Source: an optimization exercise on an open RTL-to-GDS flow (aim: small area, a short achievable clock period and few clock cycles). Production flows keep margins and buffers that such runs may drop. Only simulation tests tie the RTL to the original design; equivalence was not proved. Power figures rest on the tool's default switching activity, not on a simulated workload.

<file path="design/flow/run.sh">
#!/bin/bash
# synth_recipe.tcl (not shown) runs the flow's synth.tcl, then flattens the netlist and writes it again
# the make line also repeats each setting of config.mk as NAME=value (left out here)
make -C /OpenROAD-flow-scripts/flow DESIGN_CONFIG=/design/flow/config.mk WORK_HOME=/design/flow/orfs CLKGATE_MAP_FILE= SYNTH_SCRIPT=/design/flow/synth_recipe.tcl finish
</file>
<file path="design/flow/config.mk">
export PLATFORM = sky130hd
export DESIGN_NAME = LASER
export DESIGN_NICKNAME = LASER
export VERILOG_FILES = /design/flow/design.v
export SDC_FILE = /design/flow/constraint.sdc
export NUM_CORES = 4
export LEC_CHECK = 0
export CAP_MARGIN = 20
export CORE_MARGIN = 2
export CORE_UTILIZATION = 40
export SLEW_MARGIN = 20
</file>
<file path="design/flow/constraint.sdc">
create_clock -name core_clock -period 10.0 [get_ports {CLK}]
set_input_delay 2.0000 -clock core_clock [delete_from_list [all_inputs] [get_ports {CLK}]]
set_output_delay 2.0000 -clock core_clock [all_outputs]
set_load 0.01 [all_outputs]
</file>
<file path="design/flow/design.v">
module LASER (
input CLK,
input RST,
input [3:0] X,
input [3:0] Y,
output reg [3:0] C1X,
output reg [3:0] C1Y,
output reg [3:0] C2X,
output reg [3:0] C2Y,
output DONE);
parameter GETEDATA = 3'b000;
parameter LOOP = 3'b001;
parameter DECIDE_STEP = 3'b010;
parameter CALCULATE = 3'b011;
parameter CALCULATE2 = 3'b100;
parameter FINISH = 3'b101;
reg [1:0] count;
reg turn, changed, arr;  
reg [2:0] state, nextState;
reg [3:0] TX, TY, NX, NY, TX_t, TY_t; 
reg [5:0] num_count, C1Max, C2Max, AllMax, total_no_shadow, total, step, step_end;
reg array [0:15][0:15];
reg array_ [0:255];         
assign DONE = (state == FINISH);
wire arr_with_mask, inshadow, inshadow1, inshadow2,inshadow3, inshadow4, inshadow5, clear, writeable;
wire TX_B1, TX_B2, TX_B3, TX_B4, TX_S1, TX_S2, TX_S3, TX_S4;
wire [4:0] TX_m_NX, TY_m_NY, TX_NX, TY_NY;
assign TX_B4 = (TX >= 4); 
assign TX_B3 = (TX >= 3); 
assign TX_B2 = (TX >= 2); 
assign TX_B1 = (TX >= 1); 
assign TX_S4 = (TX <= 11); 
assign TX_S3 = (TX <= 12); 
assign TX_S2 = (TX <= 13); 
assign TX_S1 = (TX <= 14); 
assign clear = (state == FINISH);                  
assign writeable = (state == GETEDATA);
wire [3:0] TX_plus_4,TX_plus_3 ,TX_plus_2 ,TX_plus_1 ,TX_minus_1,TX_minus_2,TX_minus_3,TX_minus_4,
TY_plus_4 ,TY_plus_3 ,TY_plus_2 ,TY_plus_1 ,TY_minus_1,TY_minus_2,TY_minus_3,TY_minus_4; 
assign TX_plus_4 = TX + 4;
assign TX_plus_3 = TX + 3;
assign TX_plus_2 = TX + 2;
assign TX_plus_1 = TX + 1;
assign TX_minus_1 = TX - 1;
assign TX_minus_2 = TX - 2;
assign TX_minus_3 = TX - 3;
assign TX_minus_4 = TX - 4;
assign TY_plus_4 = TY + 4;
assign TY_plus_3 = TY + 3;
assign TY_plus_2 = TY + 2;
assign TY_plus_1 = TY + 1;
assign TY_minus_1 = TY - 1;
assign TY_minus_2 = TY - 2;
assign TY_minus_3 = TY - 3;
assign TY_minus_4 = TY - 4;
integer i, j;
assign TX_NX = (TX_t - NX);
assign TY_NY = (TY_t - NY);
assign TX_m_NX = (TX_NX[4] ? (~TX_NX + 1) : (TX_NX));
assign TY_m_NY = (TY_NY[4] ? (~TY_NY + 1) : (TY_NY));
assign inshadow1 = ((TX_m_NX) == 4) & (TY_m_NY == 0);
assign inshadow2 = ((TX_m_NX) == 3) & (TY_m_NY <= 2);
assign inshadow3 = ((TX_m_NX) == 2) & (TY_m_NY <= 3);
assign inshadow4 = ((TX_m_NX) == 1) & (TY_m_NY <= 3);
assign inshadow5 = (TX_m_NX == 0)   & ((TY_m_NY) <= 4);
assign inshadow = !(inshadow1 || inshadow2 || inshadow3 || inshadow4 || inshadow5);
assign arr_with_mask = (arr & inshadow);
always@(*)begin
		case(state)
			GETEDATA:begin
				if(num_count == 40 - 1)
					nextState = LOOP;
				else
					nextState = GETEDATA;
			end
			DECIDE_STEP:
				nextState = CALCULATE;
			CALCULATE:begin
				if(step == step_end)
					nextState = LOOP;
				else
					nextState = CALCULATE;
			end
			LOOP:begin
				if((TX == 15) && (TY == 15) && (changed == 0))
					nextState = FINISH;
				else
					nextState = DECIDE_STEP;
			end
			FINISH:
				nextState = GETEDATA;
			default:
				nextState = 0;
		endcase
end
always@(posedge CLK or posedge RST)begin
	if(RST)
		state <= 0;
	else
		state <= nextState;
end
always@(posedge CLK)begin
	if((RST) || (clear == 1))begin
		for(i = 0;i <= 15;i = i + 1)begin
			for(j = 0;j <= 15; j = j+ 1)begin
				array[i][j] <= 0;
			end
		end
	end
	else if(writeable == 1)begin
		for(i = 0;i <= 15;i = i + 1)begin
			for(j = 0;j <= 15; j = j+ 1)begin
				array[i][j] <= array[i][j];
			end
		end
		array[Y][X] <= 1;
	end
	else begin
		for(i = 0;i <= 15;i = i + 1)begin
			for(j = 0;j <= 15; j = j+ 1)begin
				array[i][j] <= array[i][j];
			end
		end
	end
end
always@(posedge CLK)begin
	step <= step + 1;
	if(RST || clear)begin
		NX <= 0;
		NY <= 0;
	end
	else begin
		NX <= NX;
		NY <= NY;
	end
	if(RST || clear)begin
		num_count <= 0;
		total_no_shadow <= 0;
		total <= 0;
		turn <= 0;
		step <= 6'b000000;
		step_end <= 6'b000000;
		changed <= 0;
		TX <= 0;
		TY <= 0;
		C1X <= 0;
		C1Y <= 0;
		C2X <= 0;
		C2Y <= 0;
		AllMax <= 0;
		C2Max <= 0;
		C1Max <= 0;
	end
	else
		case(state)
			GETEDATA:begin
				num_count <= num_count + 1;
				total_no_shadow <= 0;
				total <= 0;
			end
			LOOP:begin
				num_count <= num_count;
				if(((total + C2Max) > AllMax) && (turn == 0))begin
					changed <= 1;
					C1Max <= total_no_shadow;
					C1X <= TX;
					C1Y <= TY;
					AllMax <= (total + C2Max);
				end
				else if(((total + C1Max) >= AllMax) && (turn == 1))begin
					if(((total + C1Max) == AllMax)  && (C2Max < total_no_shadow))begin
						changed <= 1;
						C2Max <= total_no_shadow;
						C2X <= TX;
						C2Y <= TY;
					end
					else if((total + C1Max) == AllMax)begin
						changed <= changed;
						C2Max <= C2Max;
						C2X <= C2X;
						C2Y <= C2Y;
					end
					else begin
						changed <= 1;
						C2Max <= total_no_shadow;
						C2X <= TX;
						C2Y <= TY;
					end
					AllMax <= (total + C1Max);
				end
				else
					changed <= changed;
				if((TX == 15) && (TY == 15))begin
					changed <= 0;
					TX <= 0;
					TY <= 0;
					turn <= ~turn;
					NX <= turn ? C2X : C1X;
					NY <= turn ? C2Y : C1Y;
				end
				else if(TX == 15)begin
					turn <= turn;
					TX <= 0;
					TY <= TY_plus_1;
				end
				else 
					TX <= TX_plus_1;
				total_no_shadow <= 0;
				total <= 0;
			end
			DECIDE_STEP:begin
				num_count <= num_count;
				case(TY)
					3: begin
						case(TX)
							1:step <= 2;
							0:step <= 3;
							default:step <= 1;
						endcase
					end
					2: begin
						case(TX)
							2:step <= 7;
							1:step <= 8;
							0:step <= 9;
							default: step <= 6;
						endcase
					end
					1: begin
						case(TX)
							2:step <= 14;
							1:step <= 15;
							0:step <= 16;
							default:step <= 13;
						endcase
					end
					0: begin
						case(TX)
							3:step <= 21;
							2: step <= 22;
							1: step <= 23;
							0: step <= 24;
							default: step <= 20;
						endcase
					end
					default:
						step <= 0;
				endcase
				case(TY)
					15: step_end <= 28;
					14: step_end <= 35;
					13: step_end <= 42;
					12: step_end <= 47;
					default:
						step_end <= 48;
				endcase
				total_no_shadow <= 0;
				total <= 0;
			end
			CALCULATE:begin
				num_count <= num_count;
				if(arr == 1)
					total_no_shadow <= total_no_shadow + 1;
				else
					total_no_shadow <= total_no_shadow;
				if(arr_with_mask == 1) 
					total <= 1 + total;
				else
					total <= total;
			end
			FINISH:begin
				num_count <= num_count;
				total_no_shadow <= 0;
				total <= 0;
			end
			default:begin
				NX <= NX;
				NY <= NY;
				total_no_shadow <= 0;
				total <= 0;
				num_count <= 0;
			end
		endcase
end
always@(*)begin
		case(step)
			0:begin
				TY_t = TY_minus_4;
				TX_t = TX;
				arr = array[TY_minus_4][TX];
			end
			1:begin
				TY_t = TY_minus_3;
				if(TX_B2)begin
					arr = array[TY_minus_3][TX_minus_2];
					TX_t = TX_minus_2;
				end
				else begin
					arr = 0;
					TX_t = 0;
				end
			end
			2:begin
				TY_t = TY_minus_3;
				if(TX_B1)begin
					arr = array[TY_minus_3][TX_minus_1];
					TX_t = TX_minus_1;
				end
				else begin
					arr = 0;
					TX_t = 0;
				end
			end
			3:begin
				TY_t = TY_minus_3;
				TX_t = TX;
				arr = array[TY_minus_3][TX];
			end
			4:begin
				TY_t = TY_minus_3;
				if(TX_S1)begin
					arr = array[TY_minus_3][TX_plus_1];
					TX_t = TX_plus_1;
				end
				else begin
					arr = 0;
					TX_t = 0;
				end
			end
			5:begin
				TY_t = TY_minus_3;
				if(TX_S2)begin
					TX_t = TX_plus_2;
					arr = array[TY_minus_3][TX_plus_2];
				end
				else begin
					arr = 0;
					TX_t = 0;
				end
			end	
			6:begin
				TY_t = TY_minus_2;
				if(TX_B3) begin
					arr = array[TY_minus_2][TX_minus_3];
					TX_t = TX_minus_3;
				end
				else begin
					arr = 0;
					TX_t = 0;
				end
			end
			7:begin
				TY_t = TY_minus_2;
				if(TX_B2)begin
					arr = array[TY_minus_2][TX_minus_2];
					TX_t = TX_minus_2;
				end
				else begin
					arr = 0;
					TX_t = 0;
				end
			end
			8:begin
				TY_t = TY_minus_2;
				if(TX_B1)begin
					arr = array[TY_minus_2][TX_minus_1];
					TX_t = TX_minus_1;
				end
				else begin
					arr = 0;
					TX_t = 0;
				end
			end
			9:begin
				TY_t = TY_minus_2;
				TX_t = TX;
				arr = array[TY_minus_2][TX];
			end
			10:begin
				TY_t = TY_minus_2;
				if(TX_S1)begin
					arr = array[TY_minus_2][TX_plus_1];
					TX_t = TX_plus_1;
				end
				else begin
					arr = 0;
					TX_t = 0;
				end
			end
			11:begin
				TY_t = TY_minus_2;
				if(TX_S2)begin
					arr = array[TY_minus_2][TX_plus_2];
					TX_t = TX_plus_2;
				end
				else begin
					arr = 0;
					TX_t = 0;
				end
			end
			12:begin
				TY_t = TY_minus_2;
				if(TX_S3)begin
					arr = array[TY_minus_2][TX_plus_3];
					TX_t = TX_plus_3;
				end
				else begin
					arr = 0;
					TX_t = 0;
				end
			end
			13:begin
				TY_t = TY_minus_1;
				if(TX_B3)begin
					arr = array[TY_minus_1][TX_minus_3];
					TX_t = TX_minus_3;
				end
				else begin
					arr = 0;
					TX_t = 0;
				end
			end
			14:begin
				TY_t = TY_minus_1;
				if(TX_B2)begin
					arr = array[TY_minus_1][TX_minus_2];
					TX_t = TX_minus_2;
				end
				else begin
					arr = 0;
					TX_t = 0;
				end
			end
			15:begin
				TY_t = TY_minus_1;
				if(TX_B1)begin
					arr = array[TY_minus_1][TX_minus_1];
					TX_t = TX_minus_1;
				end
				else begin
					arr = 0;
					TX_t = 0;
				end
			end
			16:begin 
				TY_t = TY_minus_1;
				TX_t = TX;
				arr = array[TY_minus_1][TX];
			end
			17:begin
				TY_t = TY_minus_1;
				if(TX_S1)begin
					arr = array[TY_minus_1][TX_plus_1];
					TX_t = TX_plus_1;
				end
				else begin
					arr = 0;
					TX_t = 0;
				end
			end
			18:begin
				TY_t = TY_minus_1;
				if(TX_S2)begin
					arr = array[TY_minus_1][TX_plus_2];
					TX_t = TX_plus_2;
				end
				else begin
					arr = 0;
					TX_t = 0;
				end
			end
			19:begin
				TY_t = TY_minus_1;
				if(TX_S3)begin
					arr = array[TY_minus_1][TX_plus_3];
					TX_t = TX_plus_3;
				end
				else begin
					arr = 0;
					TX_t = 0;
				end
			end
			20:begin 
				TY_t = TY;
				if(TX_B4)begin
					arr = array[TY][TX_minus_4];
					TX_t = TX_minus_4;
				end
				else begin
					arr = 0;
					TX_t = 0;
				end
			end
			21:begin 
				TY_t = TY;
				if(TX_B3)begin
					arr = array[TY][TX_minus_3];
					TX_t = TX_minus_3;
				end
				else begin
					arr = 0;
					TX_t = 0;
				end
			end
			22:begin 
				TY_t = TY;
				if(TX_B2)begin
					arr = array[TY][TX_minus_2];
					TX_t = TX_minus_2;
				end
				else begin
					arr = 0;
					TX_t = 0;
				end
			end
			23:begin 
				TY_t = TY;
				if(TX_B1)begin
					arr = array[TY][TX_minus_1];
					TX_t = TX_minus_1;
				end
				else begin
					arr = 0;
					TX_t = 0;
				end
			end
			24:begin 
				TY_t = TY;
				TX_t = TX;
				arr = array[TY][TX]; 
			end
			25:begin 
				TY_t = TY;
				if(TX_S1)begin
					arr = array[TY][TX_plus_1];
					TX_t = TX_plus_1;
				end
				else begin
					arr = 0;
					TX_t = 0;
				end
			end
			26:begin 
				TY_t = TY;
				if(TX_S2)begin
					arr = array[TY][TX_plus_2];
					TX_t = TX_plus_2;
				end
				else begin
					arr = 0;
					TX_t = 0;
				end
			end
			27:begin 
				TY_t = TY;
				if(TX_S3)begin
					arr = array[TY][TX_plus_3];
					TX_t = TX_plus_3;
				end
				else begin
					arr = 0;
					TX_t = 0;
				end
			end
			28:begin 
				TY_t = TY;
				if(TX_S4)begin
					arr = array[TY][TX_plus_4];
					TX_t = TX_plus_4;
				end
				else begin
					arr = 0;
					TX_t = 0;
				end
			end
			29:begin 
				TY_t = TY_plus_1;
				if(TX_B3)begin
					arr = array[TY_plus_1][TX_minus_3];
					TX_t = TX_minus_3;
				end
				else begin
					arr = 0;
					TX_t = 0;
				end
			end
			30:begin
				TY_t = TY_plus_1;
				if(TX_B2)begin
					arr = array[TY_plus_1][TX_minus_2];
					TX_t = TX_minus_2;
				end
				else begin
					arr = 0;
					TX_t = 0;
				end
			end
			31:begin 
				TY_t = TY_plus_1;
				if(TX_B1)begin
					arr = array[TY_plus_1][TX_minus_1];
					TX_t = TX_minus_1;
				end
				else begin
					arr = 0;
					TX_t = 0;
				end
			end
			32:begin 
				TY_t = TY_plus_1;
				TX_t = TX;
				arr =	array[TY_plus_1][TX]            ;
			end
			33:begin 
				TY_t = TY_plus_1;
				if(TX_S1)begin
					arr = array[TY_plus_1][TX_plus_1];
					TX_t = TX_plus_1;
				end
				else begin
					arr = 0;
					TX_t = 0;
				end
			end
			34:begin 
				TY_t = TY_plus_1;
				if(TX_S2)begin
					arr = array[TY_plus_1][TX_plus_2];
					TX_t = TX_plus_2;
				end
				else begin
					arr = 0;
					TX_t = 0;
				end
			end
			35:begin 
				TY_t = TY_plus_1;
				if(TX_S3)begin
					arr = array[TY_plus_1][TX_plus_3];
					TX_t = TX_plus_3;
				end
				else begin
					arr = 0;
					TX_t = 0;
				end
			end
			36:begin 
				TY_t = TY_plus_2;
				if(TX_B3)begin
					arr = array[TY_plus_2][TX_minus_3];
					TX_t = TX_minus_3;
				end
				else begin
					arr = 0;
					TX_t = 0;
				end
			end
			37:begin 
				TY_t = TY_plus_2;
				if(TX_B2)begin
					arr = array[TY_plus_2][TX_minus_2];
					TX_t = TX_minus_2;
				end
				else begin
					arr = 0;
					TX_t = 0;
				end
			end
			38:begin 
				TY_t = TY_plus_2;
				if(TX_B1)begin
					arr = array[TY_plus_2][TX_minus_1];
					TX_t = TX_minus_1;
				end
				else begin
					arr = 0;
					TX_t = 0;
				end
			end
			39:begin 
				TY_t = TY_plus_2;
				TX_t = TX;
				arr = array[TY_plus_2][TX]; 
			end
			40:begin 
				TY_t = TY_plus_2;
				if(TX_S1)begin
					arr = array[TY_plus_2][TX_plus_1];
					TX_t = TX_plus_1;
				end
				else begin
					arr = 0;
					TX_t = 0;
				end
			end
			41:begin 
				TY_t = TY_plus_2;
				if(TX_S2)begin
					arr = array[TY_plus_2][TX_plus_2];
					TX_t = TX_plus_2;
				end
				else begin
					arr = 0;
					TX_t = 0;
				end
			end
			42:begin 
				TY_t = TY_plus_2;
				if(TX_S3)begin
					arr = array[TY_plus_2][TX_plus_3];
					TX_t = TX_plus_3;
				end
				else begin
					TX_t = 0;
					arr = 0;
				end
			end
			43:begin 
				TY_t = TY_plus_3;
				if(TX_B2)begin
					arr = array[TY_plus_3][TX_minus_2];
					TX_t = TX_minus_2;
				end
				else begin
					arr = 0;
					TX_t = 0;
				end
			end
			44:begin 
				TY_t = TY_plus_3;
				if(TX_B1)begin
					arr = array[TY_plus_3][TX_minus_1];
					TX_t = TX_minus_1;
				end
				else begin
					arr = 0;
					TX_t = 0;
				end
			end
			45:begin 
				TY_t = TY_plus_3;
				TX_t = TX;
				arr = array[TY_plus_3][TX]            ;
			end
			46:begin 
				TY_t = TY_plus_3;
				if(TX_S1)begin
					arr = array[TY_plus_3][TX_plus_1];
					TX_t = TX_plus_1;
				end
				else begin
					arr = 0;
					TX_t = 0;
				end
			end
			47:begin 
				TY_t = TY_plus_3;
				if(TX_S2)begin
					arr = array[TY_plus_3][TX_plus_2];
					TX_t = TX_plus_2;
				end
				else begin
					arr = 0;
					TX_t = 0;
				end
			end
			48:begin 
				TY_t = TY_plus_4;
				TX_t = TX;
				arr = array[TY_plus_4][TX];
			end
			default:begin
				arr = 0;
				TX_t = 0;
				TY_t = 0;
			end
		endcase
end
endmodule
</file>
==> impl_metrics.yaml <==
floorplan:
  initial_utilization_pct: 40.3
  rows: 109
  dieWidth_um: 302
  core_area_um2: 88200
  die_area_um2: 91300
  die_h_um: 302
  io_pins: 27
min_path:
  hold_start: "step_end[0]"
  hold_path_end: "step_end[0]"
  hold_depth: 2
  hp-class: "reg -> reg"
clocking:
  holdBufCountCts: 0
  cts_root_buf: "clkbuf_16"
  cts_tree: "built"
  clockBufferDepth: 3
  cts_setup_buffers: 0
  cts_made_buffers: 38
  cts.sinks: 341
  insertion_delay_ns: 0.60
  cts-resized-gates: 0
  ctsHtreeMaxLevel: 2
  clk_pin_slew_ns: 0.07
timing:
  setup_ws_ns: 2.83
  tns_ns: 0
  final_max_slew_viol_count: 0
  rsz0062_at_grt: "false"
  setup_violations: 0
  layout_min_cycle_time_ns: 7.17
  timing.final.hold_violations: 0
  min_period_over_period_pct: 71.7
  fmax_mhz: 140
  slew_headroom_pct: 14.1
  skew_ns: 0.0223
  tightest_slew_ns: 1.25
synthesis:
  synth-edff-count: 8
  synth_largest_area_cell: "mux4_2"
  synth_flop_cell: "dfxtp_1"
  ys_warn_count: 1
  synthCells: 3761
  synth_most_common_cell: "mux4_2"
  yosysSeqAreaShare_pct: 19.5
  yosysTopAreaCellShare_pct: 23.6
  yosys-top-cells-count: "373 x mux4_2, 367 x nand2_1, 345 x mux2i_1"
  avgSynthCellArea_um2: 9.45
  synth_area_leaders: "mux4_2 24%, dfxtp_1 19%, mux2i_1 9.7%, a22o_1 5.2%, nand2_1 3.9%"
  async_flop_share_pct: 0.880
  synth.distinct_cells: 90
  ys_ff_latch: 341
  syn-num-nets: 3844
  synthesis.area_um2: 35600
flow_run:
  maxCapViolations: 0
power_and_ir_drop:
  power.total_mw: 4.85
  cellPowerDensity_nw_per_um2: 127
  p_leak_nw: 12.7
  max-vdd-ir-drop_mv: 0.130
worst_setup_path:
  reg2reg_depth: 15
  start_kind: "register"
  critPathCaptureType: "register"
  arrival_ns: 7.67
  path_max_fanout: 51
  critPathRequiredTime_ns: 10.50
  r2r-end: "total_no_shadow[2]"
  critical_path_class: "reg -> reg"
  crit-reg2reg-launch: "TX[0]"
  rrSetupSlack_ns: 2.83
routing:
  drc: 0
  vias: 35100
  routedWlPerCell_um: 34.9
  first_iter_violations: 5648
  firstDrtPassIters: 8
  antenna_left: 0
  vias_per_cell: 7.34
  routed_wirelength_mm: 167
global_route:
  grt_start_max_net_pins: 187
  grt_pass1_wl_mm: 239
  gr-total-overflow: 0
  top_usage_layer: "met2"
  grtUsageTotal_pct: 35.8
  use_met1_pct: 46.6
  grt_use_met3_pct: 11.6
  first_global_vias: 32300
  use_met2_pct: 52.8
  antenna_found_initial: 11
cells_and_area:
  drive_above_1_share_pct: 19.8
  largest_reg_flops: 256
  finalNetCount: 3668
  regMostFlops: "array"
  syn_to_final_growth_pct: 7.28
  final_area_um2: 38100
status:
  status: "timing/DRC/antenna clean"
placement:
  dp_slack_ns: 3.21
  dpl-instance-area_um2: 36900
  port_buffers: 26
  dp_hpwl_mm: 126
  gp_congestion: 1.16
per-stage QoR:
| stage | cells | util, % | hold slack, ns |
|---|---|---|---|
| after global placement | 4709 | 41.7 | 0.455 |
| final | 4782 | 43.2 | 0.470 |
| after detailed placement | 4709 | 41.8 | 0.463 |
| after CTS | 4775 | 43.2 | 0.472 |
| after global routing | 4776 | 43.2 | 0.493 |
| after floorplan | 3761 | - | 0.424 |
worst max path at each step:
stage,start,endpoint,slack (ns),cells past startpoint
detailed placement,TX[0],total_no_shadow[2],3.21,16
finish,TX[0],total_no_shadow[2],2.83,15
floorplan,TY[0],total[5],3.43,26
global placement,TX[0],total[3],3.28,16
CTS,TX[1],total_no_shadow[2],3.22,15
global route,TX[1],total_no_shadow[2],2.65,14
routing by layer:
metal | routed length, µm | up-vias
met5 | 136 | -
met4 | 10700 | 16
met3 | 21700 | 588
met2 | 71100 | 2605
met1 | 63400 | 17400
li1 | - | 14500
area by class of cell:
type	instances	area, µm²
Fill cell	8560	50100
Timing Repair Buffer	135	1120
Tap cell	1165	1460
Sequential cell	341	6940
Clock inverter	15	155
Clock buffer	51	1100
Multi-Input combinational cell	3010	27100
Antenna cell	6	15.0
Inverter	59	225
kinds of logic after synthesis:
| group | Yosys count | share of synthesized area (%) |
|---|---|---|
| AOI/OAI and AO/OA | 918 | 18.7 |
| muxes | 887 | 38.7 |
| adders and majority gates | 73 | 2.65 |
| DFF | 341 | 19.5 |
| and+or+nand+nor | 1072 | 13.7 |
| xor gates and xnor gates | 60 | 1.58 |
| buffers and inverters | 410 | 5.20 |
worst max-delay path, cell delays in order (launching register included):
cell and delay, ns:
dfxtp_4 0.69, inv_2 0.04, buf_4 0.32, ha_4 0.95, buf_4 0.69, mux2i_1 0.32
mux2i_1 0.13, a221oi_1 0.97, nand3_1 0.23, a31oi_1 0.28, a2111oi_0 0.10, or4b_1 0.61
o31ai_1 0.61, and4_1 0.67, o21ai_0 0.19, a21oi_1 0.15
power breakdown:
part | internal (mW) | total, mW | switching, mW
sequential | 1.38 | 1.44 | 0.0633
clock | 0.829 | 1.45 | 0.619
combinational | 0.713 | 1.95 | 1.24
total | 2.92 | 4.85 | 1.92
cells in the final DEF (no fill, tap or decap), types with 47 or more instances in the layout:
cell	count
mux2_2	99
inv_1	48
mux2i_1	345
buf_4	105
mux4_2	373
ha_1	66
a211oi_1	47
mux2_1	70
nand2_1	367
dfxtp_1	323
nor2_1	275
a22o_1	211
nor3_1	81
o21ai_0	127
nand3_1	120
a21oi_1	143
Testbench counts, summed over its fixed seeds: cycles 4,090,998.

[re-timing with driven ports]
In the flow no input, the clock included, has a driving cell. The finished layout below was timed again as built, in two steps. Step 1 sets driving cells, clkbuf_16 on the clock port and buf_2 on the other inputs (assumed; they add their load-dependent delay and slew). Step 2 moves the port delays by t, midway between the first and last clock arrival at a register: inputs arrive t later, outputs are due t later. That takes back most of the time a late clock gives input paths. Slacks: ideal ports / drivers / drivers and shift; pairs: ideal ports / drivers.
t (ns): 0.651
setup slack, ns: 2.832 / 2.832 / 2.832
worst setup path after step 2: register to register
worst data-port slew with drivers (ns): 0.03
cell pins on the clock port's net: 1
After both steps this run still meets setup and hold. For this run, drivers alone change the setup slack by 0.000 ns; drivers and shift together by 0.000 ns.
